What follows belongs to an exercise in optimizing a design on an open flow for small area; a production flow would make more cautious choices. Where RTL was checked, it was by simulation tests only, not by an equivalence proof against the original. Power is estimated from default activity; no workload was simulated.

==> module LTC1668_Driver, before the edit <==
module LTC1668_Driver(input Refin_Clk,
                      input SYS_START,
                      input [15:0] AD_AMP,
                      input [15:0] AD_BIAS,
                      output reg signed [15:0] Wave,
                      output deCurrent,
                      output deTemper,
                      output signed [15:0] vStep
                      );
localparam [15:0] AMP  = 16'h902d;
localparam [15:0] ZERO = 16'h7fff;
function [16:0] radd;
    input [15:0] a, b;
    input ci;
    integer i;
    reg c;
    begin
        c = ci;
        for (i = 0; i < 16; i = i + 1) begin
            radd[i] = a[i] ^ b[i] ^ c;
            c = (a[i] & b[i]) | (c & (a[i] ^ b[i]));
        end
        radd[16] = c;
    end
endfunction
reg [2:0] J;
always @(posedge Refin_Clk)
    if (!SYS_START) J <= 3'b000;
    else            J <= {J[1:0], ~J[2]};
wire ph = J[2] ^ J[1];
assign deCurrent = ~(J[2] | J[1]);    
assign deTemper  = ph;                
reg [15:0] SquWave;
always @(posedge Refin_Clk)
    if (!SYS_START) SquWave <= ZERO;
    else if (ph)    SquWave <= AD_BIAS;
    else            SquWave <= J[2] ? ~AMP : AMP;
reg [8:0] cnt;
reg [3:0] hi;
wire Flag = hi[3];
wire wrap = &cnt;
always @(posedge Refin_Clk)
    if (!SYS_START) begin
        cnt <= 9'd72;
        hi  <= 4'd2;
    end else begin
        cnt <= cnt + 1'b1;
        if (wrap && !Flag) hi <= hi + 1'b1;
    end
wire e0 = (cnt == 9'd0);
reg [24:0] acc;
wire [16:0] lo = radd(acc[15:0], AD_AMP, 1'b0);
always @(posedge Refin_Clk)
    if (!Flag)     acc <= {9'd0, AD_AMP};
    else if (wrap) acc <= {9'd0, acc[24:9]};
    else           acc <= {acc[24:16] + lo[16], lo[15:0]};
wire [15:0] vr = radd(acc[15:0], 16'hc978, 1'b0);
reg  [15:0] R;
reg  [3:0]  rem;
wire div   = &cnt[8:4];
wire first = div & (cnt[3:0] == 4'd0);
wire [3:0] rin = first ? {1'b0, R[15], 2'b00} : rem;    
wire [4:0] t   = {rin, R[15]};
wire       qb  = (t >= 5'd10);
wire [4:0] tr  = qb ? t - 5'd10 : t;
always @(posedge Refin_Clk) begin
    rem <= tr[3:0];
    if (Flag && e0) R <= {vr[14:0], vr[15]};
    else            R <= {R[14:0], Flag & (div ? qb : R[15])};
end
wire [12:0] q    = R[12:0];
wire        inc  = q[12] & (rem != 4'd0);
wire [12:0] qn   = q + inc;
reg [12:0] vs;
always @(posedge Refin_Clk)
    if (!Flag)   vs <= 13'd0;
    else if (e0) vs <= qn;
assign vStep = {{3{vs[12]}}, vs};
reg  signed [15:0] StepWave;
wire [15:0] stp = {16{ph}} & vStep;
wire signed [15:0] sum = radd(StepWave, stp, 1'b0);
wire up = !sum[15] && (sum >= 16'sh6fd2);
wire dn =  sum[15] && (sum <= -16'sh6fd2);
wire [15:0] kk  = up ? 16'h7e90 : dn ? 16'h8170 : 16'h0000;
wire [15:0] nsw = radd(sum, kk, 1'b0);
always @(posedge Refin_Clk)
    if (!Flag) StepWave <= 16'd0;
    else       StepWave <= nsw;
always @(posedge Refin_Clk)
    if (!SYS_START) Wave <= ZERO;
    else            Wave <= radd(SquWave, StepWave, 1'b0);
endmodule
Settings: LEC_CHECK=0, ABC_AREA=1, CAP_MARGIN=20, CORE_MARGIN=2, CORE_UTILIZATION=60, SLEW_MARGIN=20; clock period 10.0 ns.
standard.sh (not shown) runs the stock make flow with config.mk's settings and CLKGATE_MAP_FILE= SYNTH_SCRIPT=/design/flow/synth_recipe.tcl, a recipe that flattens the netlist after the stock synthesis.
==> flow/flow/run.sh <==
#!/bin/bash
set -euo pipefail
export BUFFER_PORTS_ARGS="-buffer_cell sky130_fd_sc_hd__buf_1"
export CTS_ARGS="-sink_clustering_enable -repair_clock_nets -dont_use_dummy_load -buf_list sky130_fd_sc_hd__clkbuf_4"
bash standard.sh finish > make.log 2>&1
Rerun with:
--- a/flow/design.v
+++ b/flow/design.v
@@ -24,24 +24,34 @@
     end
 endfunction
-reg [2:0] J;
+reg [1:0] m;
+reg       h;
 always @(posedge Refin_Clk)
-    if (!SYS_START) J <= 3'b000;
-    else            J <= {J[1:0], ~J[2]};
-wire ph = J[2] ^ J[1];
-assign deCurrent = ~(J[2] | J[1]);    
-assign deTemper  = ph;                
+    if (!SYS_START) begin
+        m <= 2'b00;
+        h <= 1'b0;
+    end else begin
+        m <= {m[0], ~(m[0] | m[1])};
+        h <= h ^ m[1];
+    end
+wire ph = m[1];
+assign deCurrent = ~(h | m[1]);    
+assign deTemper  = ph;             
+localparam [15:0] RST_NEG = ZERO ^ AMP;     
+wire hp = h | ~SYS_START;                   
+wire hn = h & SYS_START;                    
+wire pb = ph & SYS_START;
 reg [15:0] SquWave;
+integer k;
 always @(posedge Refin_Clk)
-    if (!SYS_START) SquWave <= ZERO;
-    else if (ph)    SquWave <= AD_BIAS;
-    else            SquWave <= J[2] ? ~AMP : AMP;
+    for (k = 0; k < 16; k = k + 1)
+        SquWave[k] <= pb ? AD_BIAS[k] : ((RST_NEG[k] ? hp : hn) ^ AMP[k]);
 reg [8:0] cnt;
-reg [3:0] hi;
-wire Flag = hi[3];
+reg [2:0] hi;
+wire Flag = &hi;
 wire wrap = &cnt;
 always @(posedge Refin_Clk)
     if (!SYS_START) begin
         cnt <= 9'd72;
-        hi  <= 4'd2;
+        hi  <= 3'd1;
     end else begin
         cnt <= cnt + 1'b1;
@@ -83,5 +93,6 @@
 wire dn =  sum[15] && (sum <= -16'sh6fd2);
 wire [15:0] kk  = up ? 16'h7e90 : dn ? 16'h8170 : 16'h0000;
-wire [15:0] nsw = radd(sum, kk, 1'b0);
+wire [15:0] cs  = radd(sum, kk, 1'b0);
+wire [15:0] nsw = {(up | dn) ? {3{up}} : sum[15:13], cs[12:0]};
 always @(posedge Refin_Clk)
     if (!Flag) StepWave <= 16'd0;
After rerunning: The changed run finished with timing, DRC and antenna clean; routed wire length hardly moves; non-clock buffer count came out lower by 1; cell count came out lower by 0.66%; sequential power came out lower by about 3%; fmax came out higher by 0.98%; setup slack is better by 0.093 ns; sequential share of layout area stays flat; critical path depth came out lower by 5.
Only the layout flow was run in the second run of this note; the RTL was not checked for function there.

static timing again, ports no longer ideal:
How much do the figures lean on ideal ports? The routed layouts below were timed once more, with nothing changed but the port constraints.
Step 1 assumes that a clkbuf_16 drives the clock port and a buf_2 every other input.
Step 2 adds t to the input delays and takes it off the output delays; t is the mean of the earliest and latest rising clock arrival at the registers after step 1. Input paths then give back, and output paths get back, about the clock's delay inside the block.
Slacks: ideal / step 1 / step 2; pairs: ideal / step 1.
| run | t (ns) | setup WS [ns] | worst hold slack (ns) | slew at the worst register clock pin (ns) |
|---|---|---|---|---|
| the first run | 0.532 | 0.411 / 0.411 / 0.411 | 0.392 / 0.392 / 0.392 | 0.11 / 0.11 |
| the second run | 0.532 | 0.504 / 0.504 / 0.504 | 0.396 / 0.396 / 0.396 | 0.10 / 0.10 |
After both steps setup and hold are still met in every run listed.
